From an optimization exercise on the open Yosys and OpenROAD flow, aimed at small area; shortcuts taken in it are not production practice. Function was checked by simulation only, so behaviour that the tests miss may differ from the original. In runs 1, 2 and 6 to 8 the design's own scripts or RTL, not TritonCTS, make the clock network. The clock port is modelled as an ideal driver, which makes a skipped or thinned clock tree look cheaper than it is; a real chip needs a root buffer or a tree. Power is estimated from default activity; no workload was simulated.

[flow/design.v]
`timescale 1ns / 1ps
module battleship(
input wire clk,
input wire rst,
input wire ARDUINO_A0,
input wire ARDUINO_A1,
input wire ARDUINO_A2,
input wire ARDUINO_A3,
output wire ARDUINO_IO0,
output wire ARDUINO_IO1,
output wire ARDUINO_IO2,
output wire ARDUINO_IO6,
output wire ARDUINO_IO7,
output wire ARDUINO_IO8,
output wire ARDUINO_IO9,
output wire ARDUINO_IO10,
output wire ARDUINO_IO11,
output reg ARDUINO_A4,
output reg ARDUINO_A5,
output wire PMOD1_D0_P,
output wire PMOD1_D0_N,
output wire PMOD1_D1_P,
output wire PMOD1_D1_N,
output wire PMOD1_D2_P,
output wire PMOD1_D2_N,
output wire PMOD2_D0_P,
output wire PMOD2_D0_N,
output wire PMOD2_D1_P,
output wire PMOD2_D2_P,
output wire PMOD2_D2_N,
output wire PMOD2_D3_P,
output wire ARDUINO_IO3,
output wire ARDUINO_IO4,
output wire ARDUINO_IO5
);
reg [5:0] sub;        
reg [1:0] pr, pc;
reg [2:0] q;          
localparam [5:0] SUB_DISP = 6'd48;    
localparam [5:0] SUB_LAST = 6'd9;     
wire dtick = (sub == SUB_DISP);
wire sub_last = (sub == SUB_LAST);
wire gtick = sub_last && q[1] && q[0] && (pr == 2'd1) && (pc == 2'd1);
wire       slot_wrap = pc[1] || (pr == 2'd3);
wire [1:0] nr = slot_wrap ? pr + 2'd1 : pr;
wire [1:0] nc = {!slot_wrap && pc[0], !slot_wrap && !pc[0]};
always @(posedge clk) begin
    sub <= (rst || sub_last) ? 6'd0 : {sub[4:0], ~(sub[5] ^ sub[4])};
    if (rst) begin
        pr <= 2'd3;
        pc <= 2'd0;
        q <= 0;
    end else if (dtick) begin
        pr <= nr;
        pc <= nc;
        if (pr == 2'd2 && pc[1])
            q <= {q[1:0], !(q[2] || q[1])};
    end
end
reg [1:0] step;
reg p2, big, atk;
reg [1:0] inputRow, inputCol;
reg [2:0] cnt;        
reg       first;      
reg [1:0] hitsP1, hitsP2;    
reg       turn;       
reg       hit;        
reg [8:0] fired1, fired2, ship1, ship2;
wire s_row = (step == 2'd0);
wire s_col = (step == 2'd1);
wire s_com = (step == 2'd2);
wire s_spc = (step == 2'd3);
wire on1 = atk && (!s_spc || !turn);
wire on2 = atk && (!s_spc || turn);
wire any_sw = !ARDUINO_A1 || !ARDUINO_A2 || !ARDUINO_A3;
wire [1:0] sw_val = {ARDUINO_A1 && ARDUINO_A2, ARDUINO_A1 && !ARDUINO_A2};
wire tgt_hits3 = turn ? (hitsP1 == 2'b10) : (hitsP2 == 2'b10);
wire win = hit && tgt_hits3;
wire [2:0] row_hot = {inputRow[1], inputRow[0], !inputRow[1] && !inputRow[0]};
wire [2:0] col_msk = {inputCol[1] || (big && inputCol[0]), big || inputCol[0],
                      !inputCol[1] && !inputCol[0]};
wire commit = gtick && s_com;
wire clr_en = gtick && s_spc && !atk;
wire place1 = commit && !atk && !p2;
wire place2 = commit && !atk && p2;
wire shoot1 = commit && atk && !turn;
wire shoot2 = commit && atk && turn;
wire [8:0] cell_msk = {{3{row_hot[2]}} & col_msk, {3{row_hot[1]}} & col_msk, {3{row_hot[0]}} & col_msk};
always @(posedge clk) begin
    ship1  <= (ship1  & {9{!clr_en}}) | (cell_msk & {9{place1}});
    ship2  <= (ship2  & {9{!clr_en}}) | (cell_msk & {9{place2}});
    fired1 <= (fired1 & {9{!clr_en}}) | (cell_msk & {9{shoot1}});
    fired2 <= (fired2 & {9{!clr_en}}) | (cell_msk & {9{shoot2}});
end
wire lit = (nr != 2'd3);
reg f1, s1, f2, s2;
always @(*) begin
    case ({nr, nc})
    4'b0000: begin f1 = fired1[0]; s1 = ship1[0]; f2 = fired2[0]; s2 = ship2[0]; end
    4'b0001: begin f1 = fired1[1]; s1 = ship1[1]; f2 = fired2[1]; s2 = ship2[1]; end
    4'b0010: begin f1 = fired1[2]; s1 = ship1[2]; f2 = fired2[2]; s2 = ship2[2]; end
    4'b0100: begin f1 = fired1[3]; s1 = ship1[3]; f2 = fired2[3]; s2 = ship2[3]; end
    4'b0101: begin f1 = fired1[4]; s1 = ship1[4]; f2 = fired2[4]; s2 = ship2[4]; end
    4'b0110: begin f1 = fired1[5]; s1 = ship1[5]; f2 = fired2[5]; s2 = ship2[5]; end
    4'b1000: begin f1 = fired1[6]; s1 = ship1[6]; f2 = fired2[6]; s2 = ship2[6]; end
    4'b1001: begin f1 = fired1[7]; s1 = ship1[7]; f2 = fired2[7]; s2 = ship2[7]; end
    4'b1010: begin f1 = fired1[8]; s1 = ship1[8]; f2 = fired2[8]; s2 = ship2[8]; end
    default: begin f1 = 1'b0; s1 = 1'b0; f2 = 1'b0; s2 = 1'b0; end
    endcase
end
wire scan_tgt = atk && s_com && (nr == inputRow) && (nc == inputCol);
always @(posedge clk) begin
    if (scan_tgt) hit <= turn ? s2 : s1;
end
always @(posedge clk) begin
    if (rst) begin
        step <= 2'd3;
        p2 <= 0;
        big <= 0;
        atk <= 0;
        inputRow <= 0;
        inputCol <= 0;
        cnt <= 0;
        first <= 1'b1;
        hitsP1 <= 0;
        hitsP2 <= 0;
        turn <= 0;
        ARDUINO_A4 <= 0;
        ARDUINO_A5 <= 0;
    end else if (gtick) begin
        case (step)
        2'd0: begin
            ARDUINO_A4 <= 1;
            ARDUINO_A5 <= 0;
            if (!ARDUINO_A0) begin
                if (any_sw) inputRow <= sw_val;
                step <= 2'd1;
            end
        end
        2'd1: begin
            ARDUINO_A4 <= 0;
            ARDUINO_A5 <= 1;
            if (!ARDUINO_A0) begin
                if (any_sw) inputCol <= sw_val;
                step <= 2'd2;
            end
        end
        2'd2: begin
            step <= 2'd0;
            if (atk) begin
                if (hit) begin
                    if (turn) hitsP1 <= {hitsP1[0], !hitsP1[1]};
                    else      hitsP2 <= {hitsP2[0], !hitsP2[1]};
                end
                turn <= !turn;
                if (win) step <= 2'd3;
            end else if (!big) begin
                cnt <= {cnt[1:0], cnt[2] ^ (cnt[1] || !cnt[0])};
                if (cnt == 3'b001) big <= 1;
            end else begin
                big <= 0;
                if (p2) begin
                    p2 <= 0;
                    atk <= 1;
                end else begin
                    p2 <= 1;
                    if (first) cnt <= 0;
                    first <= 0;
                end
            end
        end
        2'd3: begin
            if (!atk) begin
                step <= 2'd0;
            end else begin
                ARDUINO_A4 <= 0;
                ARDUINO_A5 <= 0;
                if (!ARDUINO_A1 && !ARDUINO_A2 && !ARDUINO_A3) begin
                    hitsP1 <= 0;
                    hitsP2 <= 0;
                    turn <= 0;
                    atk <= 0;
                end
            end
        end
        endcase
    end
end
reg [1:0] colr1, colr2;
always @(posedge clk) begin
    if (rst) begin
        colr1 <= 0;
        colr2 <= 0;
    end else if (dtick) begin
        if (on1) colr1 <= {lit & f1, lit & (!f1 | s1)};
        if (on2) colr2 <= {lit & f2, lit & (!f2 | s2)};
    end
end
wire [2:0] pr_hot = {pr[1] && !pr[0], !pr[1] && pr[0], !pr[1] && !pr[0]};
wire [2:0] pc_hot = {pc[1], pc[0], !pc[1] && !pc[0]};
wire [2:0] sr1 = {on1 && pr_hot[2], !on1 || pr_hot[1], on1 && pr_hot[0]};
wire [2:0] sc1 = {on1 && pc_hot[2], !on1 || pc_hot[1], on1 && pc_hot[0]};
wire [2:0] sr2 = {on2 && pr_hot[2], !on2 || pr_hot[1], on2 && pr_hot[0]};
wire [2:0] sc2 = {on2 && pc_hot[2], !on2 || pc_hot[1], on2 && pc_hot[0]};
wire g1 = !colr1[1] && colr1[0], r1 = colr1[1] && !colr1[0], b1 = colr1[1] && colr1[0], l1 = colr1[1] || colr1[0];
wire g2 = !colr2[1] && colr2[0], r2 = colr2[1] && !colr2[0], b2 = colr2[1] && colr2[0], l2 = colr2[1] || colr2[0];
assign ARDUINO_IO0  = g1 & sc1[0];
assign ARDUINO_IO1  = g1 & sc1[1];
assign ARDUINO_IO2  = g1 & sc1[2];
assign ARDUINO_IO6  = b1 & sc1[0];
assign ARDUINO_IO7  = b1 & sc1[1];
assign ARDUINO_IO8  = b1 & sc1[2];
assign ARDUINO_IO9  = r1 & sc1[0];
assign ARDUINO_IO10 = r1 & sc1[1];
assign ARDUINO_IO11 = r1 & sc1[2];
assign ARDUINO_IO3  = !(l1 & sr1[0]);
assign ARDUINO_IO4  = !(l1 & sr1[1]);
assign ARDUINO_IO5  = !(l1 & sr1[2]);
assign PMOD1_D1_N = g2 & sc2[0];
assign PMOD1_D2_P = g2 & sc2[1];
assign PMOD1_D2_N = g2 & sc2[2];
assign PMOD2_D0_P = b2 & sc2[0];
assign PMOD2_D0_N = b2 & sc2[1];
assign PMOD2_D1_P = b2 & sc2[2];
assign PMOD1_D0_P = r2 & sc2[0];
assign PMOD1_D0_N = r2 & sc2[1];
assign PMOD1_D1_P = r2 & sc2[2];
assign PMOD2_D2_P = !(l2 & sr2[0]);
assign PMOD2_D2_N = !(l2 & sr2[1]);
assign PMOD2_D3_P = !(l2 & sr2[2]);
endmodule
[flow/flow/run.sh]
#!/bin/bash
# The standard layout with three changes:
#  - synthesis maps the logic with an area-oriented ABC script (flow/area.abc);
#    everything else in synthesis (registers, flattening, renaming) is the standard flow's own
#  - the port buffers are made from the smallest buffer cell
#  - the clock port drives four clock buffers, one per group of registers (flow/cts_hook.tcl)
set -e
here=$PWD
export MY_ABC_SCRIPT=$here/flow/area.abc
sed 's#log_cmd abc {\*}\$abc_args#log_cmd abc -script $::env(MY_ABC_SCRIPT) {*}[lrange $abc_args 2 end]#' \
    $FLOW_HOME/scripts/synth.tcl > $here/synth_area.tcl
grep -q 'MY_ABC_SCRIPT' $here/synth_area.tcl
sed "s#\$::env(SCRIPTS_DIR)/synth.tcl#$here/synth_area.tcl#" synth_recipe.tcl > $here/synth_recipe_area.tcl
grep -q 'synth_area.tcl' $here/synth_recipe_area.tcl
export BUFFER_PORTS_ARGS="-buffer_cell sky130_fd_sc_hd__buf_1"
export FLOW_CLOCK_PORT=clk
export FLOW_CLOCK_BUF=${FLOW_CLOCK_BUF_OVERRIDE:-sky130_fd_sc_hd__clkbuf_8}
export FLOW_CLOCK_LEVELS=${FLOW_CLOCK_LEVELS_OVERRIDE:-2}
export PRE_CTS_TCL=$here/flow/cts_hook.tcl
bash standard.sh SYNTH_SCRIPT=$here/synth_recipe_area.tcl finish > standard.log 2>&1
[flow/flow/area.abc]
strash
&get -n
&fraig -x
&put
scorr
dc2
strash
&get -n
&dch -f
&nf -R 1000 -p
&put
[flow/flow/cts_hook.tcl]
# Sourced before ORFS's CTS step (PRE_CTS_TCL). The clock port drives a few
# clock buffers directly; the registers are split into as many groups by
# recursive bisection of their placement, and each group's buffer sits at the
# group's centre. This replaces TritonCTS's tree; the rest of the CTS step
# (legalisation, timing repair) runs as usual.
proc my_split { sinks levels } {
  if { $levels == 0 || [llength $sinks] < 2 } { return [list $sinks] }
  set xs {}
  set ys {}
  foreach s $sinks { lappend xs [lindex $s 1]; lappend ys [lindex $s 2] }
  set w [expr { [tcl::mathfunc::max {*}$xs] - [tcl::mathfunc::min {*}$xs] }]
  set h [expr { [tcl::mathfunc::max {*}$ys] - [tcl::mathfunc::min {*}$ys] }]
  set key [expr { $w >= $h ? 1 : 2 }]
  set sorted [lsort -integer -index $key $sinks]
  set half [expr { [llength $sorted] / 2 }]
  return [concat [my_split [lrange $sorted 0 [expr { $half - 1 }]] [expr { $levels - 1 }]] \
                 [my_split [lrange $sorted $half end] [expr { $levels - 1 }]]]
}

proc clock_tree_synthesis { args } {
  set block [ord::get_db_block]
  set db [ord::get_db]
  set port_net [$block findNet $::env(FLOW_CLOCK_PORT)]
  set master [$db findMaster $::env(FLOW_CLOCK_BUF)]
  set sinks {}
  foreach it [$port_net getITerms] {
    set inst [$it getInst]
    set bb [$inst getBBox]
    lappend sinks [list $it [expr { ([$bb xMin] + [$bb xMax]) / 2 }] [expr { ([$bb yMin] + [$bb yMax]) / 2 }]]
  }
  set groups [my_split $sinks $::env(FLOW_CLOCK_LEVELS)]
  set k 0
  foreach g $groups {
    set buf [odb::dbInst_create $block $master clkbuf_leaf_$k]
    set net [odb::dbNet_create $block clknet_leaf_$k]
    $net setSigType CLOCK
    set sx 0
    set sy 0
    foreach s $g {
      set it [lindex $s 0]
      $it disconnect
      $it connect $net
      set sx [expr { $sx + [lindex $s 1] }]
      set sy [expr { $sy + [lindex $s 2] }]
    }
    set n [llength $g]
    [$buf findITerm A] connect $port_net
    [$buf findITerm X] connect $net
    $buf setLocation [expr { $sx / $n }] [expr { $sy / $n }]
    $buf setPlacementStatus PLACED
    puts "clock: buffer $k drives $n register clock pins"
    incr k
  }
  set_propagated_clock [all_clocks]
}
[flow/standard.sh]
#!/bin/bash
# synth_recipe.tcl (not shown) runs the flow's synth.tcl, then flattens the netlist and writes it again
# the make line also repeats each setting of config.mk as NAME=value (left out here)
make -C /OpenROAD-flow-scripts/flow DESIGN_CONFIG=/design/flow/config.mk WORK_HOME=/design/flow/orfs CLKGATE_MAP_FILE= SYNTH_SCRIPT=/design/flow/synth_recipe.tcl "${@:-finish}"
[flow/config.mk]
export PLATFORM = sky130hd
export DESIGN_NAME = battleship
export DESIGN_NICKNAME = battleship
export VERILOG_FILES = /design/flow/design.v
export SDC_FILE = /design/flow/constraint.sdc
export NUM_CORES = 4
export LEC_CHECK = 0
export CAP_MARGIN = 20
export CORE_MARGIN = 2
export CORE_UTILIZATION = 65
export SLEW_MARGIN = 20
[flow/constraint.sdc]
create_clock -name core_clock -period 5.0 [get_ports {clk}]
set_input_delay 1.0000 -clock core_clock [delete_from_list [all_inputs] [get_ports {clk}]]
set_output_delay 1.0000 -clock core_clock [all_outputs]
set_load 0.01 [all_outputs]
==> results of run 1 <==
## power by group through the flow
stage               clock [W]  sequential [W]  combinational (W)
finish               0.000217        0.000593          0.0000122
global placement            0        0.000607          0.0000118
detailed placement          0        0.000607          0.0000120
CTS                  0.000220        0.000593          0.0000120
floorplan                   0        0.000607         0.00000392
global route         0.000239        0.000594          0.0000132
## path summary, 6_finish.rpt
check,from,to,slack [ns],depth (start not counted)
worst max-delay path,sub[4],hitsP2[0],2.12,10
worst min-delay path,ship1[0],ship1[0],0.46,2
worst max register to register,sub[4],hitsP2[0],2.12,10
worst min register to register,ship1[0],ship1[0],0.46,2
## flip-flops by register name, indices dropped and copies added (netlist names), 3 cells and up
| name | count |
|---|---|
| ship1 | 9 |
| fired2 | 9 |
| cnt | 3 |
| sub | 6 |
| fired1 | 9 |
| ship2 | 9 |
| q | 3 |
## worst reg2reg max path: cells and delay by family, from the launching register on
kind,cells,cell delay [ns]
and+or+nand+nor,6,1.67
AOI/OAI and AO/OA,2,0.57
DFF,1,0.34
adders and majority gates,1,0.13
buffers and inverters,1,0.06
## cell families (layout without fill, tap and decap cells)
group,after synthesis,after routing,synth area share (%)
AOI/OAI and AO/OA,106,106,19.7
xor gates and xnor gates,2,2,0.541
adders and majority gates,8,8,3.09
buffers and inverters,8,45,0.927
DFF,74,74,46.0
muxes,5,5,1.54
and+or+nand+nor,201,201,28.1
## routing by layer
layer	track usage [%]	vias to the layer above
met5	0	-
met4	3.37	0
met3	2.81	14
met2	48.0	122
met1	41.7	1381
li1	-	1518
## metrics by stage
step | area (sq um) | hold slack (ns) | instances
CTS | 3510 | 0.468 | 508
detailed placement | 3460 | 0.442 | 504
floorplan | 3240 | 0.424 | 404
finish | 3510 | 0.462 | 508
global route | 3510 | 0.489 | 508
global placement | 3460 | 0.436 | 504
## layout by cell type (no fill, tap or decap), types with 3 or more instances in the layout
cell	netlist	final
dfxtp_1	73	73
nand2_1	78	78
or3_1	3	3
nand3b_1	3	3
buf_1	0	31
mux2i_1	5	5
clkbuf_8	0	4
and2_0	6	6
a21oi_1	20	20
nor2_1	55	55
ha_1	8	8
clkinv_1	8	8
nand2b_1	7	7
nor2b_1	10	10
a222oi_1	6	6
o21ai_0	50	50
nor4_1	7	7
nor3_1	14	14
o211ai_1	4	4
nand4_1	4	4
a211oi_1	4	4
a22oi_1	7	7
nand3_1	7	7
## final cells by class
cell class / count / area (sq um)
Inverter: 8 / 30.0
Fill cell: 387 / 1240
Timing Repair Buffer: 33 / 131
Tap cell: 67 / 83.8
Multi-Input combinational cell: 322 / 1720
Sequential cell: 74 / 1490
Buffer: 4 / 55.1
==> impl_metrics.tcl, run 1 <==
set metrics [dict create \
    synthesis.area_sq_um 3240 \
    via_count_of_the_first_global_routing_pass 2690 \
    synth-seq-area-share_pct 46.0 \
    start_util_pct 68.2 \
    setup_viol 0 \
    worst_ep_required_time_ns 5.06 \
    p_int_w 0.000670 \
    synth_enable_flop_cells 1 \
    drtPass1Iterations 6 \
    critical_path.cell_chain "clkinv_1 -> ha_1 -> nor4b_1 -> nand3_1 -> nor2_1 -> nand3_1 -> a211oi_1 -> nor2b_1 -> a31oi_1 -> nor2_1" \
    slew_headroom_pct 51.4 \
    vdd_ir_max_mv 0.211 \
    synth_flop_cell "dfxtp_1" \
    max_cap_violations 0 \
    worst_path_max_delay_cell "nor4b_1" \
    power.clock.fraction_pct 26.4 \
    die-height_um 74.6 \
    hold_path.class "flop to flop" \
    area_growth_pct 8.34 \
    first_iter_violations 255 \
    critical-path-top-delay-family "simple AND/OR/NAND/NOR gates" \
    num_antenna_cells 0 \
    die_w_um 74.6 \
    worst-path-buf-inv 1 \
    syn_area_per_cell_sq_um 8.02 \
    post-layout-total-power_w 0.000823 \
    drt_wl_total_um 7570 \
    route.detailed.drc 0 \
    globalRouteTotalUtil_pct 28.6 \
    power_frac_seq_pct 72.1 \
    std_cell_rows 25 \
    synth_warnings 1 \
    result_of_the_run "complete, no violations" \
    route.antenna.remaining_nets 0 \
    setup_total_negative_slack_ns 0 \
    highest_layer "met4" \
    synth_top_area_share_pct 45.1 \
    synth_nets 418 \
    ys_ff_latch 74 \
    path_class "flop to flop" \
    worst-path-max-fanout 10 \
    post_synth_num_cell_types 39 \
    final.setup_skew_ns 0.0118 \
    via_total_after_detailed_routing 3035 \
    synth_cells 404 \
    net-switching-power_w 0.000153 \
    cp-start-kind "flop" \
    final-hold-violation-count 0 \
    power_switching_share_pct 18.5 \
    synthArstFlopShare_pct 0 \
    drive_above_1_share_pct 1.36 \
    fmax_mhz 348 \
    place.port_buffers 31 \
    grt_overflow_total 0 \
    cp-end-kind "flop" \
    synth_commonest_cells "nand2_1 (78), dfxtp_1 (73), nor2_1 (55)" \
    via_per_inst 5.97 \
    floorplan.core_area_sq_um 4750 \
    place.gp.congestion 0.984 \
    preCtsSetupSlack_ns 2.19 \
    grt_setup_unrepaired "no" \
    final_critical_path_setup_slack_ns 2.12 \
    post-route-min-period_ns 2.88 \
    power-per-cell-area_nw_per_um2 234 \
    wl_met1_um 3430 \
    wl_met2_um 3450 \
    fin_nets 457 \
    timing.critical_path.slowest_cell_delay_ns 0.59 \
    synth_largest_area_cell "dfxtp_1" \
    synth.top_cells.by_area "dfxtp_1 (45%), nand2_1 (9.0%), o21ai_0 (7.7%)" \
    post_drt_wl_per_cell_um 14.9 \
    grt_antenna_before_repair 0 \
    io-pin-count 32 \
    die_area_sq_um 5570 \
    final_min_period_over_clock_period_pct 57.5 \
    cts_post_setup_buffers_inserted 0 \
    postLayoutCoreUtil_pct 73.8 \
    pin_count_of_the_biggest_net_entering_global_routing 37 \
    cts_hold_buffers 0 \
    grt_first_pass_wirelength_um 12700 \
    clock_pin_transition_on_the_worst_setup_and_hold_timing_paths_ns 0.11 \
    arrival_ns 2.93 \
    power.leakage_nw 1.18 \
    met3RoutedLength_um 565 \
    place_hpwl_um 5630 \
    tightest_slew_ns 0.718 \
    cts-resized-gates 0 \
    post-synth-top-count-cell "nand2_1" \
    maxSlewViolCount 0 \
    clock_insertion_delay_worst_skew_ns 0.17 \
    p_comb_share_pct 1.5 \
]
==> run 2, diff against run 1 <==
--- a/flow/flow/run.sh
+++ b/flow/flow/run.sh
@@ -14,7 +14,7 @@
 grep -q 'synth_area.tcl' $here/synth_recipe_area.tcl
 export BUFFER_PORTS_ARGS="-buffer_cell sky130_fd_sc_hd__buf_1"
 export FLOW_CLOCK_PORT=clk
-export FLOW_CLOCK_BUF=${FLOW_CLOCK_BUF_OVERRIDE:-sky130_fd_sc_hd__clkbuf_8}
-export FLOW_CLOCK_LEVELS=${FLOW_CLOCK_LEVELS_OVERRIDE:-2}
+export FLOW_CLOCK_BUF=${FLOW_CLOCK_BUF_OVERRIDE:-sky130_fd_sc_hd__clkbuf_16}
+export FLOW_CLOCK_LEVELS=${FLOW_CLOCK_LEVELS_OVERRIDE:-1}
 export PRE_CTS_TCL=$here/flow/cts_hook.tcl
 bash standard.sh SYNTH_SCRIPT=$here/synth_recipe_area.tcl finish > standard.log 2>&1
==> run 2 against run 1 <==
  * Sequential cell count unchanged
  * Die area stayed put
  * Clock skew fell by 0.0033 ns
  * First-iteration DRC count grew 3.5%
  * Global-route usage decreased by 0.67 points
  * Synthesized area is the same
  * Setup slack worse by 0.0037 ns
  * Power about the same
  * Utilization fell by 0.11 points
  * Sequential power barely moved
  * Register-to-register slack about the same
  * Final area down 0.14%
  * Largest cell class unchanged
==> impl_metrics.tcl, run 2 <==
set metrics [dict create \
    synth_warnings 1 \
    post_synth_num_cell_types 39 \
    area_growth_pct 8.19 \
    maxSlewViolCount 0 \
    die_area_sq_um 5570 \
    slew_headroom_pct 51.3 \
    critPathCapture "PMOD1_D0_N" \
    final_min_period_over_clock_period_pct 57.6 \
    grt_setup_unrepaired "no" \
    hold_path.class "flop to flop" \
    grt_overflow_total 0 \
    via_total_after_detailed_routing 3034 \
    post-route-min-period_ns 2.88 \
    synthesis.area_sq_um 3240 \
    power-per-cell-area_nw_per_um2 235 \
    die_w_um 74.6 \
    vdd_ir_max_mv 0.213 \
    fmax_mhz 347 \
    grt_antenna_before_repair 0 \
    cp-start-kind "flop" \
    synth_commonest_cells "nand2_1 (78), dfxtp_1 (73), nor2_1 (55)" \
    setup_viol 0 \
    post-layout-total-power_w 0.000823 \
    io-pin-count 32 \
    clock_pin_transition_on_the_worst_setup_and_hold_timing_paths_ns 0.13 \
    place.port_buffers 31 \
    max_cap_violations 0 \
    die-height_um 74.6 \
    route.antenna.remaining_nets 0 \
    synthArstFlopShare_pct 0 \
    arrival_ns 1.88 \
    depth_of_the_worst_register_to_register_path 10 \
    drive_above_1_share_pct 0.911 \
    start_util_pct 68.2 \
    layout.cells.most_common "nand2_1" \
    cts-resized-gates 0 \
    floorplan.core_area_sq_um 4750 \
    syn_area_per_cell_sq_um 8.02 \
    route.detailed.drc 0 \
    drt_wl_total_um 7490 \
    synth_flop_cell "dfxtp_1" \
    clock_insertion_delay_worst_skew_ns 0.18 \
    std_cell_rows 25 \
    tightest_slew_ns 0.721 \
    final-hold-violation-count 0 \
    postLayoutCoreUtil_pct 73.7 \
    synth_nets 418 \
    regToRegSetupSlack_ns 2.13 \
    setup_total_negative_slack_ns 0 \
    drtPass1Iterations 5 \
    cts_post_setup_buffers_inserted 0 \
    layout.cells.most_common_list "nand2_1 (78), dfxtp_1 (73), nor2_1 (55), o21ai_0 (50), buf_1 (31)" \
    synth_enable_flop_cells 1 \
    r2r-end "hitsP2[0]" \
    critical_path.startpoint "step[1]" \
    synth.top_cells.by_area "dfxtp_1 (45%), nand2_1 (9.0%), o21ai_0 (7.7%)" \
    synth_top_area_share_pct 45.1 \
    synth-seq-area-share_pct 46.0 \
    via_per_inst 6.00 \
    placed_cells 504 \
    synth_largest_area_cell "dfxtp_1" \
    globalRouteTotalUtil_pct 27.9 \
    path_class "flop to output port" \
    place_hpwl_um 5630 \
    fin_cells 506 \
    post-synth-top-count-cell "nand2_1" \
    worst_ep_required_time_ns 4.00 \
    result_of_the_run "complete, no violations" \
    num_antenna_cells 0 \
    place.gp.congestion 0.984 \
    grt_first_pass_wirelength_um 12500 \
    fillCellCount 383 \
    fin_nets 455 \
    worst-path-max-fanout 8 \
    rr_startpoint "sub[4]" \
    cp-end-kind "output port" \
    via_count_of_the_first_global_routing_pass 2654 \
    first_iter_violations 264 \
    post_drt_wl_per_cell_um 14.8 \
    ys_ff_latch 74 \
    power.leakage_nw 1.17 \
    synth_cells 404 \
    cts_hold_buffers 0 \
    final.setup_skew_ns 0.00846 \
    pin_count_of_the_biggest_net_entering_global_routing 38 \
]
## run 2: cell count changes in the layout (fill, tap and decap cells not counted)
cell       previous run  this run
clkbuf_8              4         0
clkbuf_16             0         2
## run 2: where the power goes
part	total (W)	leakage, nW	switching [W]	internal (W)
Combinational	0.0000123	0.554	0.00000858	0.00000367
Sequential	0.000594	0.596	0.00000132	0.000592
Clock	0.000217	0.0246	0.000141	0.0000753
Total	0.000823	1.17	0.000151	0.000671
## run 2: kinds of logic (layout without fill, tap and decap cells)
| kind of cell | Yosys count | after routing | share of synthesized area (%) |
|---|---|---|---|
| AOI/OAI and AO/OA | 106 | 106 | 19.7 |
| xor gates and xnor gates | 2 | 2 | 0.541 |
| and+or+nand+nor | 201 | 201 | 28.1 |
| buffers and inverters | 8 | 43 | 0.927 |
| DFF | 74 | 74 | 46.0 |
| muxes | 5 | 5 | 1.54 |
| adders and majority gates | 8 | 8 | 3.09 |
## run 2: area by class of cell
cell class	instances	area, sq um	area share (%)
flip-flops and latches	74	1490	42.5
inverters	8	30.0	0.857
multi-input cells	322	1720	49.0
plain buffers	2	50.0	1.43
repair buffers	33	131	3.75
well taps	67	83.8	2.39
## run 2: critical path, stage by stage, from the launching register on
cell	delay, ns
dfxtp_1	0.48
nand2_1	0.22
o21ai_0	0.56
nor2_1	0.15
nor2_1	0.13
buf_1	0.15
## run 2: worst min-delay path by stage
stage	startpoint	to	slack [ns]	cells after the start
floorplan	fired1[5]	fired1[5]	0.42	2
global route	fired1[6]	fired1[6]	0.49	2
finish	ship1[0]	ship1[0]	0.47	2
CTS	ship1[0]	ship1[0]	0.47	2
detailed placement	ship1[0]	ship1[0]	0.44	2
global placement	ship2[0]	ship2[0]	0.44	2
## run 2: per-stage QoR
| step | hold slack [ns] | worst slack [ns] | instance area, sq um |
|---|---|---|---|
| 4_1_cts | 0.472 | 2.17 | 3510 |
| 3_5_place_dp | 0.442 | 2.19 | 3460 |
| 3_3_place_gp | 0.436 | 2.27 | 3460 |
| 6_report | 0.467 | 2.12 | 3510 |
| 5_1_grt | 0.491 | 1.73 | 3510 |
| 2_1_floorplan | 0.424 | 2.62 | 3240 |
## run 2: layer usage
metal	global-route usage, %	share of wire [%]	routed length (um)	vias to the layer above
li1	-	-	-	1514
met2	47.1	47	3490	105
met3	2.01	5.5	409	6
met4	2.98	0.91	68	0
met1	41.1	47	3520	1409
met5	0	0	0	-
==> run 3, diff against run 2 <==
--- a/flow/design.v
+++ b/flow/design.v
@@ -61,11 +61,11 @@
 reg p2, big, atk;
 reg [1:0] inputRow, inputCol;
 reg [2:0] cnt;        
-reg       first;      
 reg [1:0] hitsP1, hitsP2;    
 reg       turn;       
 reg       hit;        
 reg [8:0] fired1, fired2, ship1, ship2;
+wire never_shown;
 wire s_row = (step == 2'd0);
 wire s_col = (step == 2'd1);
 wire s_com = (step == 2'd2);
@@ -121,7 +121,6 @@
         inputRow <= 0;
         inputCol <= 0;
         cnt <= 0;
-        first <= 1'b1;
         hitsP1 <= 0;
         hitsP2 <= 0;
         turn <= 0;
@@ -164,8 +163,7 @@
                     atk <= 1;
                 end else begin
                     p2 <= 1;
-                    if (first) cnt <= 0;
-                    first <= 0;
+                    if (never_shown) cnt <= 0;
                 end
             end
         end
@@ -187,6 +185,7 @@
     end
 end
 reg [1:0] colr1, colr2;
+assign never_shown = (colr1 == 2'b00);
 always @(posedge clk) begin
     if (rst) begin
         colr1 <= 0;
--- a/flow/flow/run.sh
+++ b/flow/flow/run.sh
@@ -3,7 +3,9 @@
 #  - synthesis maps the logic with an area-oriented ABC script (flow/area.abc);
 #    everything else in synthesis (registers, flattening, renaming) is the standard flow's own
 #  - the port buffers are made from the smallest buffer cell
-#  - the clock port drives four clock buffers, one per group of registers (flow/cts_hook.tcl)
+#  - the clock port drives four clkbuf_8 buffers, one per group of registers
+#    (flow/cts_hook.tcl), in place of TritonCTS's tree
+# Each tool's output goes to standard.log and the ORFS logs under orfs/logs.
 set -e
 here=$PWD
 export MY_ABC_SCRIPT=$here/flow/area.abc
@@ -14,7 +16,7 @@
 grep -q 'synth_area.tcl' $here/synth_recipe_area.tcl
 export BUFFER_PORTS_ARGS="-buffer_cell sky130_fd_sc_hd__buf_1"
 export FLOW_CLOCK_PORT=clk
-export FLOW_CLOCK_BUF=${FLOW_CLOCK_BUF_OVERRIDE:-sky130_fd_sc_hd__clkbuf_16}
-export FLOW_CLOCK_LEVELS=${FLOW_CLOCK_LEVELS_OVERRIDE:-1}
+export FLOW_CLOCK_BUF=sky130_fd_sc_hd__clkbuf_8
+export FLOW_CLOCK_LEVELS=2
 export PRE_CTS_TCL=$here/flow/cts_hook.tcl
 bash standard.sh SYNTH_SCRIPT=$here/synth_recipe_area.tcl finish > standard.log 2>&1
--- a/flow/config.mk
+++ b/flow/config.mk
@@ -7,5 +7,5 @@
 export LEC_CHECK = 0
 export CAP_MARGIN = 20
 export CORE_MARGIN = 2
-export CORE_UTILIZATION = 65
+export CORE_UTILIZATION = 90
 export SLEW_MARGIN = 20
==> run 3 against run 2 <==
  * The run now fails in global placement without I/O
  * Synthesized cell count decreased by 3.5%
  * Synthesized area is 1.2% lower
==> impl_metrics.tcl, run 3 <==
set metrics [dict create \
    synth_nets 404 \
    run.stop_error "[ERROR GPL-0301] Utilization 108.922 % exceeds 100%." \
    synth_cells 390 \
    synth_enable_flop_cells 1 \
    synthArstFlopShare_pct 0 \
    synth_commonest_cells "dfxtp_1 (72), nand2_1 (69), nor2_1 (58)" \
    post-synth-top-count-cell "dfxtp_1" \
    synth_warnings 1 \
    die_w_um 63.7 \
    die-height_um 63.7 \
    synthesis.area_sq_um 3200 \
    start_util_pct 94.5 \
    result_of_the_run "did not finish" \
    syn_area_per_cell_sq_um 8.21 \
    ys_ff_latch 73 \
    synth-seq-area-share_pct 45.9 \
    synth.top_cells.by_area "dfxtp_1 (45%), nand2_1 (8.1%), o21ai_0 (6.9%)" \
    synth_flop_cell "dfxtp_1" \
    synth_top_area_share_pct 45.0 \
    synth_largest_area_cell "dfxtp_1" \
    std_cell_rows 21 \
    failed_stage "global placement without I/O" \
    post_synth_num_cell_types 41 \
]
run 3: kinds of logic after synthesis:
logic type | share of synthesized area, %
compound gates | 19.0
xor+xnor | 0.820
fa+ha+maj | 3.13
buf+inv | 0.820
flops | 45.9
mux | 2.81
simple gates | 27.5
==> run 4, diff against run 3 <==
--- a/flow/config.mk
+++ b/flow/config.mk
@@ -7,5 +7,5 @@
 export LEC_CHECK = 0
 export CAP_MARGIN = 20
 export CORE_MARGIN = 2
-export CORE_UTILIZATION = 90
+export CORE_UTILIZATION = 80
 export SLEW_MARGIN = 20
==> run 4 against run 3 <==
  * The run fails in global placement
  * Synthesized area is the same
  * Synthesized cell count did not move
==> impl_metrics.tcl, run 4 <==
set metrics [dict create \
    std_cell_rows 22 \
    synthesis.area_sq_um 3200 \
    synth_warnings 1 \
    synth_enable_flop_cells 1 \
    syn_area_per_cell_sq_um 8.21 \
    synthArstFlopShare_pct 0 \
    failed_stage "global placement" \
    post-synth-top-count-cell "dfxtp_1" \
    post_synth_num_cell_types 41 \
    run.stop_error "[ERROR GPL-0301] Utilization 101.604 % exceeds 100%." \
    synth_largest_area_cell "dfxtp_1" \
    synth_cells 390 \
    result_of_the_run "did not finish" \
    synth_commonest_cells "dfxtp_1 (72), nand2_1 (69), nor2_1 (58)" \
    place.port_buffers 31 \
    io-pin-count 32 \
    synth-seq-area-share_pct 45.9 \
    die_w_um 67.3 \
    synth_nets 404 \
    ys_ff_latch 73 \
    synth_flop_cell "dfxtp_1" \
    die-height_um 67.3 \
    synth.top_cells.by_area "dfxtp_1 (45%), nand2_1 (8.1%), o21ai_0 (6.9%)" \
    synth_top_area_share_pct 45.0 \
    start_util_pct 85.6 \
]
## run 4: cell counts after synthesis
No cell type changed its count.
## run 4: logic make-up after synthesis
| group | count (synthesis) | share of synthesized area [%] |
|---|---|---|
| flops | 73 | 45.9 |
| buf+inv | 7 | 0.820 |
| xor+xnor | 3 | 0.820 |
| simple gates | 193 | 27.5 |
| compound gates | 97 | 19.0 |
| mux | 9 | 2.81 |
| fa+ha+maj | 8 | 3.13 |
==> run 5, diff against run 4 <==
--- a/flow/config.mk
+++ b/flow/config.mk
@@ -5,7 +5,7 @@
 export SDC_FILE = /design/flow/constraint.sdc
 export NUM_CORES = 4
 export LEC_CHECK = 0
-export CAP_MARGIN = 20
+export CAP_MARGIN = 0
 export CORE_MARGIN = 2
 export CORE_UTILIZATION = 80
-export SLEW_MARGIN = 20
+export SLEW_MARGIN = 0
==> run 5 against run 4 <==
  * Synthesized area unchanged
  * The flow again stops in global placement
  * Synthesized cell count stayed put
==> impl_metrics.tcl, run 5 <==
set metrics [dict create \
    run.stop_error "[ERROR GPL-0301] Utilization 101.604 % exceeds 100%." \
    synth-seq-area-share_pct 45.9 \
    synth_warnings 1 \
    synth_cells 390 \
    post-synth-top-count-cell "dfxtp_1" \
    synth.top_cells.by_area "dfxtp_1 (45%), nand2_1 (8.1%), o21ai_0 (6.9%)" \
    synth_top_area_share_pct 45.0 \
    ys_ff_latch 73 \
    synth_nets 404 \
    synth_enable_flop_cells 1 \
    place.port_buffers 31 \
    die-height_um 67.3 \
    io-pin-count 32 \
    start_util_pct 85.6 \
    synth_flop_cell "dfxtp_1" \
    synthesis.area_sq_um 3200 \
    syn_area_per_cell_sq_um 8.21 \
    std_cell_rows 22 \
    post_synth_num_cell_types 41 \
    synth_largest_area_cell "dfxtp_1" \
    die_w_um 67.3 \
    synth_commonest_cells "dfxtp_1 (72), nand2_1 (69), nor2_1 (58)" \
    failed_stage "global placement" \
    result_of_the_run "did not finish" \
    synthArstFlopShare_pct 0 \
]
==> run 5: cell families after synthesis <==
family | Yosys count | share of synthesized area [%]
AND/OR/NAND/NOR | 193 | 27.5
multiplexers | 9 | 2.81
adder cells (fa/ha/maj) | 8 | 3.13
flip-flops | 73 | 45.9
AO/OA/AOI/OAI | 97 | 19.0
XOR/XNOR | 3 | 0.820
buffers and inverters | 7 | 0.820
==> run 6, diff against run 5 <==
==> flow/config.mk (replaced) <==
export PLATFORM = sky130hd
export DESIGN_NAME = battleship
export DESIGN_NICKNAME = battleship
export VERILOG_FILES = /design/flow/design.v
export SDC_FILE = /design/flow/constraint.sdc
export NUM_CORES = 4
export LEC_CHECK = 0
export CAP_MARGIN = 20
export CORE_MARGIN = 2
export CORE_UTILIZATION = 65
export SLEW_MARGIN = 20
==> run 6 against run 5 <==
  * The run now finishes clean
  * Synthesized area unchanged
  * Synthesized cell count unchanged
==> impl_metrics.tcl, run 6 <==
set metrics [dict create \
    whs_ns 0.464 \
    hold_path_startpoint "ship2[8]" \
    synth_enable_flop_cells 1 \
    max_cap_violations 0 \
    hold_depth 2 \
    std_cell_rows 25 \
    setup_total_negative_slack_ns 0 \
    synth_commonest_cells "dfxtp_1 (72), nand2_1 (69), nor2_1 (58)" \
    final_critical_path_setup_slack_ns 1.97 \
    synth-seq-area-share_pct 45.9 \
    wl_met1_um 3490 \
    synth_nets 404 \
    start_util_pct 67.8 \
    die_area_sq_um 5510 \
    route.detailed.drc 0 \
    final.setup_skew_ns 0.0184 \
    grt_first_pass_wirelength_um 12300 \
    setup_viol 0 \
    synth_warnings 1 \
    via_count_of_the_first_global_routing_pass 2560 \
    worst-path-max-fanout 10 \
    layout.cells.most_common "dfxtp_1" \
    slew_headroom_pct 33.1 \
    depth_of_the_worst_register_to_register_path 7 \
    worst_ep_required_time_ns 5.08 \
    synth_cells 390 \
    post-synth-top-count-cell "dfxtp_1" \
    maxSlewViolCount 0 \
    via_total_after_detailed_routing 2963 \
    drt_wl_total_um 7440 \
    num_antenna_cells 0 \
    die_w_um 74.2 \
    clock_insertion_delay_worst_skew_ns 0.17 \
    power.leakage_nw 1.19 \
    vdd_ir_max_mv 0.261 \
    cp-end-kind "flop" \
    hold_path.class "flop to flop" \
    place.gp.congestion 0.915 \
    layout.cells.most_common_list "dfxtp_1 (72), nand2_1 (69), nor2_1 (58), o21ai_0 (44), buf_1 (31)" \
    path_class "flop to flop" \
    post_synth_num_cell_types 41 \
    synthesis.area_sq_um 3200 \
    highest_layer "met4" \
    cts-resized-gates 0 \
    grt_antenna_before_repair 0 \
    cts_post_setup_buffers_inserted 0 \
    place_hpwl_um 5490 \
    multi_input_area_sq_um 1710 \
    post-route-min-period_ns 3.03 \
    post_drt_wl_per_cell_um 15.1 \
    r2r-end "cnt[1]" \
    io-pin-count 32 \
    grt_overflow_total 0 \
    cts_hold_buffers 0 \
    met3RoutedLength_um 424 \
    die-height_um 74.2 \
    via_per_inst 6.00 \
    place.port_buffers 31 \
    drtPass1Iterations 5 \
    worst_hold_path.endpoint "ship2[8]" \
    rr_startpoint "sub[4]" \
    synth_largest_area_cell "dfxtp_1" \
    syn_area_per_cell_sq_um 8.21 \
    route.antenna.remaining_nets 0 \
    synthArstFlopShare_pct 0 \
    area_growth_pct 8.44 \
    arrival_ns 3.10 \
    preCtsSetupSlack_ns 2.05 \
    result_of_the_run "complete, no violations" \
    grt_setup_unrepaired "no" \
    wl_met2_um 3350 \
    synth_flop_cell "dfxtp_1" \
    fmax_mhz 330 \
    final_min_period_over_clock_period_pct 60.5 \
    synth_top_area_share_pct 45.0 \
    synth.top_cells.by_area "dfxtp_1 (45%), nand2_1 (8.1%), o21ai_0 (6.9%)" \
    drive_above_1_share_pct 1.41 \
    regToRegSetupSlack_ns 1.97 \
    sequential_cell_area_sq_um 1470 \
    clock_pin_transition_on_the_worst_setup_and_hold_timing_paths_ns 0.11 \
    power-per-cell-area_nw_per_um2 235 \
    first_iter_violations 197 \
    ys_ff_latch 73 \
    globalRouteTotalUtil_pct 27.7 \
    pin_count_of_the_biggest_net_entering_global_routing 37 \
    fillCellCount 373 \
    tightest_slew_ns 0.995 \
    floorplan.core_area_sq_um 4720 \
    fin_nets 443 \
    cp-start-kind "flop" \
    final-hold-violation-count 0 \
]
-- run 6: cell counts after synthesis --
No cell type changed its count.
-- run 6: metrics by stage --
step	area, sq um	util, %	power (W)	std cells
final	3470	73.5	0.000817	494
after global routing	3470	73.5	0.000837	494
after CTS	3470	73.5	0.000819	494
after detailed placement	3420	72.4	0.000610	490
after global placement	3420	72.4	0.000610	490
after floorplan	3200	-	0.000602	390
-- run 6: critical path: stages, from the launching register on --
cell	delay, ns
dfxtp_1	0.34
clkinv_1	0.06
ha_1	0.13
nor4b_1	0.64
nand3_1	0.47
nor4_1	0.96
nor2_1	0.08
a211oi_1	0.26
-- run 6: logic make-up (layout without fill, tap and decap cells) --
logic type / count (synthesis) / in the layout / synth area share (%)
muxes: 9 / 9 / 2.81
buffers and inverters: 7 / 44 / 0.820
AOI/OAI and AO/OA: 97 / 97 / 19.0
adders and majority gates: 8 / 8 / 3.13
xor gates and xnor gates: 3 / 3 / 0.820
and+or+nand+nor: 193 / 193 / 27.5
DFF: 73 / 73 / 45.9
-- run 6: cell type report --
type / instances / share of cell area (%)
Buffer: 4 / 1.59
Inverter: 7 / 0.756
Multi-Input combinational cell: 310 / 49.1
Sequential cell: 73 / 42.4
Tap cell: 67 / 2.41
Timing Repair Buffer: 33 / 3.78
-- run 6: power by group --
part           leakage, nW  total (W)  switching [W]  internal (W)
Clock               0.0288   0.000220       0.000145     0.0000747
Combinational        0.576  0.0000117     0.00000806    0.00000368
Sequential           0.588   0.000585     0.00000128      0.000584
Total                 1.19   0.000817       0.000155      0.000663
-- run 6: how the worst max path moves through the flow --
stage,slack (ns),startpoint,cells past startpoint,endpoint
final,1.97,sub[4],7,cnt[1]
after global routing,1.59,sub[4],10,hitsP2[0]
after CTS,2.00,sub[4],7,cnt[1]
after detailed placement,2.05,sub[4],7,cnt[1]
after global placement,2.19,sub[4],7,cnt[2]
after floorplan,2.62,sub[4],10,hitsP2[0]
-- run 6: layer usage --
layer / up-vias / GRT usage, %
li1: 1482 / -
met1: 1385 / 39.8
met2: 80 / 46.2
met3: 16 / 2.17
met4: 0 / 5.86
met5: - / 0
==> run 7, diff against run 6 <==
--- a/flow/design.v
+++ b/flow/design.v
@@ -112,18 +112,39 @@
 always @(posedge clk) begin
     if (scan_tgt) hit <= turn ? s2 : s1;
 end
+wire com_atk  = commit && atk;
+wire com_small = commit && !atk && !big;
+wire com_big   = commit && !atk && big;
+wire do_clr    = clr_en;
+always @(posedge clk) begin
+    if (do_clr) begin
+        hitsP1 <= 0;
+        hitsP2 <= 0;
+        turn <= 0;
+        p2 <= 0;
+        big <= 0;
+    end else begin
+        if (com_atk) begin
+            if (hit) begin
+                if (turn) hitsP1 <= {hitsP1[0], !hitsP1[1]};
+                else      hitsP2 <= {hitsP2[0], !hitsP2[1]};
+            end
+            turn <= !turn;
+        end
+        if (com_small && cnt == 3'b001) big <= 1;
+        if (com_big) begin
+            big <= 0;
+            p2 <= !p2;
+        end
+    end
+end
 always @(posedge clk) begin
     if (rst) begin
         step <= 2'd3;
-        p2 <= 0;
-        big <= 0;
         atk <= 0;
         inputRow <= 0;
         inputCol <= 0;
         cnt <= 0;
-        hitsP1 <= 0;
-        hitsP2 <= 0;
-        turn <= 0;
         ARDUINO_A4 <= 0;
         ARDUINO_A5 <= 0;
     end else if (gtick) begin
@@ -147,24 +168,12 @@
         2'd2: begin
             step <= 2'd0;
             if (atk) begin
-                if (hit) begin
-                    if (turn) hitsP1 <= {hitsP1[0], !hitsP1[1]};
-                    else      hitsP2 <= {hitsP2[0], !hitsP2[1]};
-                end
-                turn <= !turn;
                 if (win) step <= 2'd3;
             end else if (!big) begin
                 cnt <= {cnt[1:0], cnt[2] ^ (cnt[1] || !cnt[0])};
-                if (cnt == 3'b001) big <= 1;
             end else begin
-                big <= 0;
-                if (p2) begin
-                    p2 <= 0;
-                    atk <= 1;
-                end else begin
-                    p2 <= 1;
-                    if (never_shown) cnt <= 0;
-                end
+                if (p2) atk <= 1;
+                else if (never_shown) cnt <= 0;
             end
         end
         2'd3: begin
@@ -173,12 +182,7 @@
             end else begin
                 ARDUINO_A4 <= 0;
                 ARDUINO_A5 <= 0;
-                if (!ARDUINO_A1 && !ARDUINO_A2 && !ARDUINO_A3) begin
-                    hitsP1 <= 0;
-                    hitsP2 <= 0;
-                    turn <= 0;
-                    atk <= 0;
-                end
+                if (!ARDUINO_A1 && !ARDUINO_A2 && !ARDUINO_A3) atk <= 0;
             end
         end
         endcase
--- a/flow/flow/run.sh
+++ b/flow/flow/run.sh
@@ -1,6 +1,7 @@
 #!/bin/bash
 # The standard layout with three changes:
-#  - synthesis maps the logic with an area-oriented ABC script (flow/area.abc);
+#  - synthesis maps the logic with an area-oriented ABC script (flow/area.abc)
+#    and leaves adders to ABC instead of mapping them to adder cells;
 #    everything else in synthesis (registers, flattening, renaming) is the standard flow's own
 #  - the port buffers are made from the smallest buffer cell
 #  - the clock port drives four clkbuf_8 buffers, one per group of registers
@@ -19,4 +20,4 @@
 export FLOW_CLOCK_BUF=sky130_fd_sc_hd__clkbuf_8
 export FLOW_CLOCK_LEVELS=2
 export PRE_CTS_TCL=$here/flow/cts_hook.tcl
-bash standard.sh SYNTH_SCRIPT=$here/synth_recipe_area.tcl finish > standard.log 2>&1
+bash standard.sh SYNTH_SCRIPT=$here/synth_recipe_area.tcl ADDER_MAP_FILE= finish > standard.log 2>&1
--- a/flow/config.mk
+++ b/flow/config.mk
@@ -7,5 +7,5 @@
 export LEC_CHECK = 0
 export CAP_MARGIN = 20
 export CORE_MARGIN = 2
-export CORE_UTILIZATION = 65
+export CORE_UTILIZATION = 70
 export SLEW_MARGIN = 20
==> run 7 against run 6 <==
  * Final cell count down 3.4%
  * Fmax down 2.3%
  * Setup slack worse by 0.070 ns
  * Power about the same
  * Still clean
  * Critical path depth down 2
  * Final area down 3.8%
  * Critical path type is now flop to output port
  * Clock power about the same
  * Combinational power down 7%
  * Sequential share of layout area up 1.7 points
  * Global-route usage up 1.8 points
  * Sequential power about the same
==> impl_metrics.tcl, run 7 <==
set metrics [dict create \
    result_of_the_run "complete, no violations" \
    cp-start-kind "flop" \
    post-synth-top-count-cell "dfxtp_1" \
    die_w_um 70.4 \
    slew_headroom_pct 35.2 \
    final_min_period_over_clock_period_pct 61.9 \
    maxSlewViolCount 0 \
    io-pin-count 32 \
    die_area_sq_um 4960 \
    via_per_inst 6.10 \
    setup_viol 0 \
    layout.cells.most_common_list "dfxtp_1 (72), nand2_1 (67), nor2_1 (66), o21ai_0 (48), buf_1 (31)" \
    post-route-min-period_ns 3.10 \
    grt_first_pass_wirelength_um 12200 \
    cts-resized-gates 0 \
    clock_pin_transition_on_the_worst_setup_and_hold_timing_paths_ns 0.11 \
    cts_hold_buffers 0 \
    place_hpwl_um 5340 \
    via_total_after_detailed_routing 2911 \
    grt_overflow_total 0 \
    r2r-end "ship1[0]" \
    grt_setup_unrepaired "no" \
    synth.top_cells.by_area "dfxtp_1 (47%), nand2_1 (8.1%), nor2_1 (8.0%)" \
    num_antenna_cells 0 \
    vdd_ir_max_mv 0.224 \
    critical_path.startpoint "step[1]" \
    post_synth_num_cell_types 33 \
    synth_cells 388 \
    synth_largest_area_cell "dfxtp_1" \
    tightest_slew_ns 0.962 \
    max_cap_violations 0 \
    synth_flop_cell "dfxtp_1" \
    synth_warnings 1 \
    std_cell_rows 24 \
    path_class "flop to output port" \
    first_iter_violations 297 \
    synth-seq-area-share_pct 47.6 \
    clock_insertion_delay_worst_skew_ns 0.17 \
    synth_enable_flop_cells 1 \
    area_growth_pct 8.14 \
    depth_of_the_worst_register_to_register_path 6 \
    drtPass1Iterations 5 \
    arrival_ns 2.10 \
    rr_startpoint "pc[1]" \
    synthesis.area_sq_um 3090 \
    fin_nets 433 \
    critPathCapture "PMOD1_D0_N" \
    post_drt_wl_per_cell_um 15.4 \
    syn_area_per_cell_sq_um 7.97 \
    fin_area_sq_um 3340 \
    power.leakage_nw 1.14 \
    fmax_mhz 323 \
    floorplan.core_area_sq_um 4290 \
    route.detailed.drc 0 \
    regToRegSetupSlack_ns 2.31 \
    power-per-cell-area_nw_per_um2 244 \
    drt_wl_total_um 7350 \
    place.gp.congestion 0.844 \
    worst-path-max-fanout 11 \
    cp-end-kind "output port" \
    synth_commonest_cells "dfxtp_1 (72), nand2_1 (67), nor2_1 (66)" \
    via_count_of_the_first_global_routing_pass 2499 \
    globalRouteTotalUtil_pct 29.5 \
    grt_antenna_before_repair 0 \
    synth_nets 394 \
    final.setup_skew_ns 0.00870 \
    placed_area_sq_um 3290 \
    hold_path.class "flop to flop" \
    ys_ff_latch 73 \
    pin_count_of_the_biggest_net_entering_global_routing 39 \
    fillCellCount 334 \
    die-height_um 70.4 \
    synthArstFlopShare_pct 0 \
    final-hold-violation-count 0 \
    start_util_pct 72.0 \
    drive_above_1_share_pct 1.41 \
    route.antenna.remaining_nets 0 \
    layout.cells.most_common "dfxtp_1" \
    cts_post_setup_buffers_inserted 0 \
    place.port_buffers 31 \
    setup_total_negative_slack_ns 0 \
    synth_top_area_share_pct 46.6 \
    worst_ep_required_time_ns 4.00 \
]
[run 7: cell types whose count changed in the layout (fill, tap and decap cells not counted), sizes merged, moves of 5 or more]
cell,delta
nor3,+7
nand2b,+6
nor2,+8
clkinv,-6
ha,-8
nor4,-7
a222oi,-5
[run 7: cell families (layout without fill, tap and decap cells)]
kind of cell / count (synthesis) / count (layout) / share of synthesized area, %
compound gates: 97 / 97 / 18.7
xor+xnor: 6 / 6 / 1.70
buf+inv: 1 / 38 / 0.121
flops: 73 / 73 / 47.6
mux: 6 / 6 / 1.94
simple gates: 205 / 205 / 29.9
[run 7: routing by layer]
| metal | share of wire [%] | wire (um) | track usage, % | vias up |
|---|---|---|---|---|
| li1 | - | - | - | 1440 |
| met1 | 47 | 3460 | 45.8 | 1339 |
| met2 | 44 | 3210 | 45.6 | 118 |
| met3 | 7.7 | 564 | 2.45 | 14 |
| met4 | 1.5 | 110 | 4.91 | 0 |
| met5 | 0 | 0 | 0 | - |
[run 7: final cells by class]
| class | instances | area [sq um] | share of cell area [%] |
|---|---|---|---|
| tap | 52 | 65.1 | 1.95 |
| sequential | 73 | 1470 | 44.0 |
| inverter | 1 | 3.75 | 0.112 |
| timing repair buffer | 33 | 131 | 3.93 |
| buffer | 4 | 55.1 | 1.65 |
| multi-input combinational | 314 | 1620 | 48.3 |
[run 7: metrics by stage]
stage	worst slack, ns	util [%]	instances	hold slack (ns)	power [W]
after floorplan	2.56	-	388	0.424	0.000603
after global placement	2.26	76.5	473	0.433	0.000609
after detailed placement	2.16	76.5	473	0.445	0.000610
after CTS	1.96	77.8	477	0.463	0.000813
after global routing	1.69	77.8	477	0.476	0.000837
final	1.90	77.8	477	0.465	0.000817
[run 7: worst min-delay path by stage]
stage	from	endpoint	slack [ns]	depth (start not counted)
3_5_place_dp	ship2[6]	ship2[6]	0.44	2
6_report	hitsP1[1]	hitsP1[0]	0.47	1
2_1_floorplan	fired2[5]	fired2[5]	0.42	2
5_1_grt	hitsP1[1]	hitsP1[0]	0.48	1
3_3_place_gp	ship2[6]	ship2[6]	0.43	2
4_1_cts	hitsP1[1]	hitsP1[0]	0.46	1
[run 7: critical path, cell delays in order (launching register included)]
cell and delay (ns):
dfxtp_1 0.50, nand2_1 0.16, o21ai_0 0.78, nor2_1 0.19
nor2_1 0.15, buf_1 0.16
[run 7: report_power, final]
| group | total [W] | internal [W] | switching, W |
|---|---|---|---|
| registers | 0.000586 | 0.000584 | 0.00000145 |
| logic | 0.0000109 | 0.00000395 | 0.00000699 |
| clock network | 0.000220 | 0.0000747 | 0.000146 |
==> run 8, diff against run 7 <==
--- a/flow/config.mk
+++ b/flow/config.mk
@@ -7,5 +7,5 @@
 export LEC_CHECK = 0
 export CAP_MARGIN = 20
 export CORE_MARGIN = 2
-export CORE_UTILIZATION = 70
+export CORE_UTILIZATION = 65
 export SLEW_MARGIN = 20
==> run 8 against run 7 <==
  * Largest cell class unchanged
  * Sequential share of layout area is essentially flat
  * Critical endpoint is now PMOD1_D2_P
  * Fmax shrank 0.77%
  * Synthesized cell count is the same
  * Synthesized area is the same
  * Clock power is essentially flat
  * Clock skew grew 0.00082 ns
  * Critical path depth is the same
  * Largest power group unchanged
==> impl_metrics.tcl, run 8 <==
set metrics [dict create \
    fin_nets 432 \
    final_min_period_over_clock_period_pct 62.4 \
    route.antenna.remaining_nets 0 \
    multi_input_area_sq_um 1620 \
    highest_layer "met4" \
    clock_insertion_delay_worst_skew_ns 0.16 \
    area_growth_pct 8.02 \
    synth_enable_flop_cells 1 \
    place.gp.congestion 0.893 \
    grt_overflow_total 0 \
    floorplan.core_area_sq_um 4660 \
    post_synth_num_cell_types 33 \
    maxSlewViolCount 0 \
    cts_post_setup_buffers_inserted 0 \
    result_of_the_run "complete, no violations" \
    std_cell_rows 25 \
    power.leakage_nw 1.14 \
    synth_nets 394 \
    post-synth-top-count-cell "dfxtp_1" \
    synth-seq-area-share_pct 47.6 \
    tightest_slew_ns 0.978 \
    post_drt_wl_per_cell_um 15.1 \
    grt_antenna_before_repair 0 \
    worst-path-max-fanout 11 \
    final.setup_skew_ns 0.00953 \
    syn_area_per_cell_sq_um 7.97 \
    grt_first_pass_wirelength_um 11400 \
    die_area_sq_um 5320 \
    via_per_inst 6.02 \
    slew_headroom_pct 34.1 \
    drt_wl_total_um 7200 \
    fmax_mhz 321 \
    grt_setup_unrepaired "no" \
    synth_top_area_share_pct 46.6 \
    clock_pin_transition_on_the_worst_setup_and_hold_timing_paths_ns 0.11 \
    worst_ep_required_time_ns 4.00 \
    layout.cells.most_common "dfxtp_1" \
    setup_viol 0 \
    die_w_um 73.0 \
    placed_area_sq_um 3280 \
    ys_ff_latch 73 \
    via_total_after_detailed_routing 2878 \
    route.detailed.drc 0 \
    place_hpwl_um 5250 \
    cts-resized-gates 0 \
    fin_area_sq_um 3340 \
    wl_met1_um 3190 \
    cp-start-kind "flop" \
    drive_above_1_share_pct 1.42 \
    synth_largest_area_cell "dfxtp_1" \
    vdd_ir_max_mv 0.197 \
    synthesis.area_sq_um 3090 \
    first_iter_violations 272 \
    cp-end-kind "output port" \
    path_class "flop to output port" \
    fillCellCount 391 \
    layout.cells.most_common_list "dfxtp_1 (72), nand2_1 (67), nor2_1 (66), o21ai_0 (48), buf_1 (30)" \
    setup_total_negative_slack_ns 0 \
    wl_met2_um 3490 \
    arrival_ns 2.12 \
    place.port_buffers 31 \
    start_util_pct 66.3 \
    cts_hold_buffers 0 \
    synth.top_cells.by_area "dfxtp_1 (47%), nand2_1 (8.1%), nor2_1 (8.0%)" \
    die-height_um 73.0 \
    synth_warnings 1 \
    hold_path.class "flop to flop" \
    synth_flop_cell "dfxtp_1" \
    drtPass1Iterations 5 \
    globalRouteTotalUtil_pct 26.8 \
    synthArstFlopShare_pct 0 \
    num_antenna_cells 0 \
    met3RoutedLength_um 405 \
    pin_count_of_the_biggest_net_entering_global_routing 37 \
    io-pin-count 32 \
    final-hold-violation-count 0 \
    post-route-min-period_ns 3.12 \
    max_cap_violations 0 \
    synth_cells 388 \
    sequential_cell_area_sq_um 1470 \
    via_count_of_the_first_global_routing_pass 2409 \
    synth_commonest_cells "dfxtp_1 (72), nand2_1 (67), nor2_1 (66)" \
    post-layout-total-power_w 0.000814 \
    power-per-cell-area_nw_per_um2 244 \
]
## run 8: cell types whose count changed in the layout (fill, tap and decap cells not counted), sizes merged
cell	previous run	this run
buf	33	32
## run 8: kinds of logic after synthesis
kind of cell	synth area share (%)
AND/OR/NAND/NOR	29.9
AO/OA/AOI/OAI	18.7
flip-flops	47.6
XOR/XNOR	1.70
multiplexers	1.94
buffers and inverters	0.121
## run 8: critical path, stage by stage, from the launching register on
cell     delay (ns)
dfxtp_1        0.52
nand2_1        0.15
o21ai_0        0.79
nor2_1         0.17
nor2_1         0.17
buf_1          0.16
## run 8: layout make-up
cell class / instances / share of cell area, %
inverter: 1 / 0.112
multi-input combinational: 314 / 48.4
buffer: 4 / 1.65
sequential: 73 / 44.1
tap: 54 / 2.02
timing repair buffer: 32 / 3.75
## run 8: metal layers
layer	vias to the layer above	track usage [%]
met1	1339	36.8
met4	0	4.53
met3	14	2.21
met5	-	0
li1	1436	-
met2	89	46.7
## run 8: final timing paths
kind / startpoint / to / slack, ns / depth (start not counted)
max: step[1] / PMOD1_D2_P / 1.88 / 5
min: fired1[2] / fired1[2] / 0.47 / 2
max reg2reg: pc[1] / ship1[7] / 2.13 / 6
min reg2reg: fired1[2] / fired1[2] / 0.47 / 2
## run 8: through the flow
stage / hold slack (ns) / utilization, % / setup slack (ns) / cells
after floorplan: 0.424 / - / 2.56 / 388
after global placement: 0.434 / 70.4 / 2.25 / 474
after detailed placement: 0.443 / 70.4 / 2.16 / 474
after CTS: 0.467 / 71.6 / 1.94 / 478
after global routing: 0.498 / 71.6 / 1.71 / 478
final: 0.466 / 71.6 / 1.88 / 478
## run 8: power by group
group / switching [W] / internal, W
clock network: 0.000143 / 0.0000747
registers: 0.00000137 / 0.000584
logic: 0.00000709 / 0.00000355

port drivers added, routing unchanged:
Ports are ideal in the flow. The routed layouts listed here were re-timed in OpenROAD.
Step 1 (the two cells are an assumption about what drives the block):
set clk [get_ports {clk}]
set_driving_cell -lib_cell sky130_fd_sc_hd__clkbuf_16 $clk
set_driving_cell -lib_cell sky130_fd_sc_hd__buf_2 [delete_from_list [all_inputs] $clk]
Step 2, shift: input delay + t, output delay - t, t = (earliest + latest rising clock arrival at the registers) / 2. This alone moves slack from input paths to output paths.
a / b / c = no drivers / after step 1 / after step 2; a / b = the first two.
run | t, ns | setup WS [ns] | slew at the worst register clock pin (ns)
run 1 | 0.223 | 2.125 / 2.093 / 2.125 | 0.11 / 0.11
run 2 | 0.229 | 2.121 / 2.072 / 2.133 | 0.13 / 0.13
run 6 | 0.220 | 1.974 / 1.974 / 1.974 | 0.12 / 0.12
run 7 | 0.224 | 1.904 / 1.843 / 2.066 | 0.11 / 0.11
run 8 | 0.221 | 1.880 / 1.819 / 2.040 | 0.11 / 0.11
After both steps every run listed still meets setup and hold.
